This design comes from an exercise in tuning for small area on the open sky130 flow, not from production work. The RTL was checked by simulation tests, not by an equivalence proof against the original design. No activity file was given, so power comes from the tool's default toggle rates.

==> flow/design.v (excerpt) <==
module VGA(
	input CLOCK_50,
	input rst,
	input [11:0] TRI_P1X,
	input [11:0] TRI_P1Y,
	input [11:0] TRI_P2X,
	input [11:0] TRI_P2Y,
	input [11:0] TRI_P3X,
	input [11:0] TRI_P3Y,
	output [3:0] VGA_R,
	output [3:0] VGA_G,
	output [3:0] VGA_B,
	output [3:0] LEDG,
	output VGA_HS,
	output VGA_VS
);
function automatic [11:0] add12(input [11:0] x, input [11:0] y, input ci);
	integer i; reg c;
	begin
		c = ci;
		for (i = 0; i < 12; i = i + 1) begin
			add12[i] = x[i] ^ y[i] ^ c;
			c = (x[i] & y[i]) | (c & (x[i] ^ y[i]));
		end
	end
endfunction
function automatic [12:0] add13(input [12:0] x, input [12:0] y, input ci);
	integer i; reg c;
	begin
		c = ci;
		for (i = 0; i < 13; i = i + 1) begin
			add13[i] = x[i] ^ y[i] ^ c;
			c = (x[i] & y[i]) | (c & (x[i] ^ y[i]));
		end
	end
endfunction
function automatic ge11(input [10:0] x, input [10:0] yn);
	integer i; reg c;
	begin
		c = 1'b1;
		for (i = 0; i < 11; i = i + 1)
			c = (x[i] & yn[i]) | (x[i] & c) | (yn[i] & c);
		ge11 = c;
	end
endfunction
function automatic [10:0] inc11(input [10:0] x);
	integer i; reg c;
	begin
		c = 1'b1;
		for (i = 0; i < 11; i = i + 1) begin
			inc11[i] = x[i] ^ c;
			c = c & x[i];
		end
	end
endfunction
reg [10:0] hx;
reg [9:0]  vy;
wire h_end = (hx == 11'd1300);
wire v_end = (vy == 10'd490);
wire frame_end = h_end & v_end;
wire [10:0] vy1 = inc11({1'b0, vy});
always @(posedge CLOCK_50) begin
	if (rst) begin
		hx <= 11'h6e3;           
  ...
==> module VGA, before the edit <==
module VGA(
	input CLOCK_50,
	input rst,
	input [11:0] TRI_P1X,
	input [11:0] TRI_P1Y,
	input [11:0] TRI_P2X,
	input [11:0] TRI_P2Y,
	input [11:0] TRI_P3X,
	input [11:0] TRI_P3Y,
	output [3:0] VGA_R,
	output [3:0] VGA_G,
	output [3:0] VGA_B,
	output [3:0] LEDG,
	output VGA_HS,
	output VGA_VS
);
function automatic [11:0] add12(input [11:0] x, input [11:0] y, input ci);
	integer i; reg c;
	begin
		c = ci;
		for (i = 0; i < 12; i = i + 1) begin
			add12[i] = x[i] ^ y[i] ^ c;
			c = (x[i] & y[i]) | (c & (x[i] ^ y[i]));
		end
	end
endfunction
function automatic [12:0] add13(input [12:0] x, input [12:0] y, input ci);
	integer i; reg c;
	begin
		c = ci;
		for (i = 0; i < 13; i = i + 1) begin
			add13[i] = x[i] ^ y[i] ^ c;
			c = (x[i] & y[i]) | (c & (x[i] ^ y[i]));
		end
	end
endfunction
function automatic ge11(input [10:0] x, input [10:0] yn);
	integer i; reg c;
	begin
		c = 1'b1;
		for (i = 0; i < 11; i = i + 1)
			c = (x[i] & yn[i]) | (x[i] & c) | (yn[i] & c);
		ge11 = c;
	end
endfunction
function automatic [10:0] inc11(input [10:0] x);
	integer i; reg c;
	begin
		c = 1'b1;
		for (i = 0; i < 11; i = i + 1) begin
			inc11[i] = x[i] ^ c;
			c = c & x[i];
		end
	end
endfunction
reg [10:0] hx;
reg [9:0]  vy;
wire h_end = (hx == 11'd1300);
wire v_end = (vy == 10'd490);
wire frame_end = h_end & v_end;
wire [10:0] vy1 = inc11({1'b0, vy});
always @(posedge CLOCK_50) begin
	if (rst) begin
		hx <= 11'h6e3;           
		vy <= 10'h3dd;           
	end else if (h_end) begin
		hx <= 11'h6e3;
		vy <= v_end ? 10'h3dd : vy1[9:0];
	end else
		hx <= inc11(hx);
end
assign LEDG = 4'b1111;
assign VGA_HS = ~((hx > 11'd1300) & (hx < 11'd1953));
assign VGA_VS = ~((vy > 10'd490) & (vy < 10'd991));
wire visible = (hx != 11'd0) & (hx < 11'd1220) & (vy != 10'd0) & (vy < 10'd480);
wire [9:0] C0, C1, C2, C3, C4, C5;
wire win  = (hx[10:8] == 3'b111);           
wire [2:0] job  = hx[7:5];
wire [4:0] step = hx[4:0];
wire busy = win & (job[1:0] != 2'd0) & (step < 5'd23);
wire rot  = win & (((step == 5'd31) & (job[1:0] != 2'd3)) |
                   ((step == 5'd10) & (job[1:0] != 2'd0)));
wire ld  = rst | frame_end;
wire [9:0] mld = {10{ld}};
wire [9:0] mrt = {10{~ld & rot}};
wire [9:0] mhd = {10{~ld & ~rot}};
reg [9:0] C0n, C1n, C2n, C3n, C4n, C5n;
always @(posedge CLOCK_50) begin
	C0n <= ~((mld & TRI_P1Y[9:0]) | (mrt & C1) | (mhd & C0));
	C1n <= ~((mld & TRI_P2X[9:0]) | (mrt & C2) | (mhd & C1));
	C2n <= ~((mld & TRI_P2Y[9:0]) | (mrt & C3) | (mhd & C2));
	C3n <= ~((mld & TRI_P3X[9:0]) | (mrt & C4) | (mhd & C3));
	C4n <= ~((mld & TRI_P3Y[9:0]) | (mrt & C5) | (mhd & C4));
	C5n <= ~((mld & TRI_P1X[9:0]) | (mrt & C0) | (mhd & C5));
end
assign C0 = ~C0n; assign C1 = ~C1n; assign C2 = ~C2n;
assign C3 = ~C3n; assign C4 = ~C4n; assign C5 = ~C5n;
wire [11:0] df_w = add12({2'b0, C2}, ~{2'b0, C0}, 1'b1);
wire [10:0] df = df_w[10:0];        
wire nap  = df[10];                 
wire negA = ~nap;                   
reg [22:12] Zh;
reg [11:0]  Zl;
wire [22:0] Z = {Zh, Zl};
reg s;
wire mul = (step < 5'd11);
wire yk  = vy[step[3:0]] & ~step[3] | vy[{2'b10, step[1:0]}] & step[3] & ~step[1];
wire bk  = C3[step[3:0]] & ~step[3] | C3[{2'b10, step[1:0]}] & step[3] & ~step[1];
wire [11:0] U = Z[22:11];
wire sub = ~(U[11] ^ nap);                
wire inv = mul ? bk : sub;                
wire en  = ~mul | (yk ^ bk);
wire [11:0] A = (step == 5'd0) ? 12'd0 : U;
wire [11:0] S = add12(A, ({df[10], df} ^ {12{inv}}) & {12{en}}, inv & en);
wire q = ~S[11];
wire qs = S[11] ^ negA;                   
wire first = (step == 5'd11);
always @(posedge CLOCK_50) begin
	if (mul)
		Zh <= {S[11], S[11:2]};
	else
		Zh <= S[10:0];
	Zl <= ({12{busy & mul}} & {S[1:0], Z[10:1]}) | ({12{busy & ~mul}} & {Z[10:0], qs}) |
	      ({12{~busy}} & Zl);
	if (first & busy)
		s <= Z[22];
end
wire [11:0] Fs = Z[11:0];
wire o = Fs[11] ^ nap ^ s;
wire [12:0] Tsum = add13({3'd0, C1}, {Fs[11], Fs}, 1'b1);    
wire lo = o ? ~(s ^ negA) : Tsum[12];     
wire hi = o ? (s ^ negA) : Tsum[11];      
wire [10:0] Tc = {11{~lo}} & ({11{hi}} | Tsum[10:0]);
wire wr = win & (step == 5'd23);
reg [10:0] T1, T2;       
reg inv1, inv2;
always @(posedge CLOCK_50) begin
	if (wr & (job == 3'd1)) begin T1 <= ~Tc; inv1 <= negA; end
	if (wr & (job == 3'd2)) begin T2 <= ~Tc; inv2 <= negA; end
end
wire [10:0] T0 = ~Tc;
wire inv0 = negA;
wire sin0 = ge11(hx, T0) ^ inv0;
wire sin1 = ge11(hx, T1) ^ inv1;
wire sin2 = ge11(hx, T2) ^ inv2;
wire intri = (sin0 == sin1) & (sin1 == sin2);
assign VGA_R = {4{visible}};
assign VGA_G = {4{visible & ~intri}};
assign VGA_B = {4{visible & ~intri}};
endmodule
==> flow/config.mk <==
export PLATFORM = sky130hd
export DESIGN_NAME = VGA
export DESIGN_NICKNAME = VGA
export VERILOG_FILES = /design/flow/design.v
export SDC_FILE = /design/flow/constraint.sdc
export NUM_CORES = 4
export LEC_CHECK = 0
export CAP_MARGIN = 20
export CORE_MARGIN = 2
export CORE_UTILIZATION = 40
export SLEW_MARGIN = 20
==> flow/constraint.sdc <==
create_clock -name core_clock -period 20.0 [get_ports {CLOCK_50}]
set_input_delay 4.0000 -clock core_clock [delete_from_list [all_inputs] [get_ports {CLOCK_50}]]
set_output_delay 4.0000 -clock core_clock [all_outputs]
set_load 0.01 [all_outputs]
standard.sh (not shown) runs the stock make flow with config.mk's settings and CLKGATE_MAP_FILE= SYNTH_SCRIPT=/design/flow/synth_recipe.tcl, a recipe that flattens the netlist after the stock synthesis.
==> flow/flow/run.sh <==
#!/bin/bash
# The standard layout (standard.sh) with three changes:
#  - synthesis maps logic with an area-oriented ABC script (flow/synth.tcl,
#    flow/abc_area.script); registers are mapped exactly as in standard synthesis
#  - port buffers use the smallest buffer cell (buf_1) instead of clkdlybuf4s50_1
#  - clock tree built from clkbuf_8 cells, without dummy loads
set -euo pipefail
here=$(pwd)
export BUFFER_PORTS_ARGS="-buffer_cell sky130_fd_sc_hd__buf_1"
export CTS_ARGS="-sink_clustering_enable -repair_clock_nets -dont_use_dummy_load -sink_clustering_size 30 -sink_clustering_max_diameter 80 -buf_list {sky130_fd_sc_hd__clkbuf_4 sky130_fd_sc_hd__clkbuf_8}"
export FLOW_ABC_SCRIPT="$here/flow/abc_area.script"
sed "s#SYNTH_SCRIPT=[^ ]*#SYNTH_SCRIPT=$here/flow/synth.tcl#" standard.sh > standard_area.sh
grep -q "SYNTH_SCRIPT=$here/flow/synth.tcl" standard_area.sh
bash standard_area.sh > standard.log 2>&1
==> flow/flow/abc_area.script <==
strash
balance
rewrite
refactor
balance
rewrite
rewrite -z
balance
refactor -z
rewrite -z
balance
dch
map -a
topo
==> flow/flow/synth.tcl <==
# The standard flow's synth_recipe.tcl (ORFS synthesis, -nofsm -noshare, flattened, function
# nets renamed), with one change: ABC maps the combinational logic with an
# area-oriented script (flow/abc_area.script) instead of ORFS's delay-oriented
# one.  Flip-flops are mapped by dfflibmap before ABC and are not touched.
proc synth {args} { yosys synth -nofsm -noshare {*}$args }
proc abc {args} {
  set i [lsearch -exact $args -script]
  if { $i >= 0 } { lset args [expr {$i + 1}] $::env(FLOW_ABC_SCRIPT) }
  set j [lsearch -exact $args -D]
  if { $j >= 0 } { set args [lreplace $args $j [expr {$j + 1}]] }
  yosys abc {*}$args
}
source $::env(SCRIPTS_DIR)/synth.tcl
# left out here: clear keep_hierarchy, flatten, clean up, hide names made inside functions, write 1_2_yosys.v
Edit:
--- a/flow/design.v
+++ b/flow/design.v
@@ -118,12 +118,16 @@
 always @(posedge CLOCK_50) begin
 	if (mul)
 		Zh <= {S[11], S[11:2]};
 	else
 		Zh <= S[10:0];
-	Zl <= ({12{busy & mul}} & {S[1:0], Z[10:1]}) | ({12{busy & ~mul}} & {Z[10:0], qs}) |
-	      ({12{~busy}} & Zl);
+	if (busy) begin
+		if (mul)
+			Zl <= {S[1:0], Z[10:1]};
+		else
+			Zl <= {Z[10:0], qs};
+	end
 	if (first & busy)
 		s <= Z[22];
 end
 wire [11:0] Fs = Z[11:0];
 wire o = Fs[11] ^ nap ^ s;
After rerunning: Power shrinks by about 7.5%; non-clock buffer count falls by 1; final cell count came out lower by 0.71%; routed wire length went up by 2.4%; die area grows by about 0.8%.

==> port drivers added, routing unchanged <==
The results above use ideal ports. As a check the final layouts listed here were re-extracted and re-timed, cells and wires unchanged.
Step 1 assumes that a clkbuf_16 drives the clock port and a buf_2 every other input.
Step 2, shift: input delay + t, output delay - t, t = (earliest + latest rising clock arrival at the registers) / 2. This alone moves slack from input paths to output paths.
a / b / c = no drivers / after step 1 / after step 2; a / b = the first two.
run	t, ns	setup slack, ns	worst setup path at the end	worst data-port slew with drivers (ns)
the first run	0.466	7.986 / 7.953 / 8.419	register to output	0.04
the second run	0.475	8.058 / 8.022 / 8.497	register to output	0.04
After both steps every run listed still meets setup and hold.
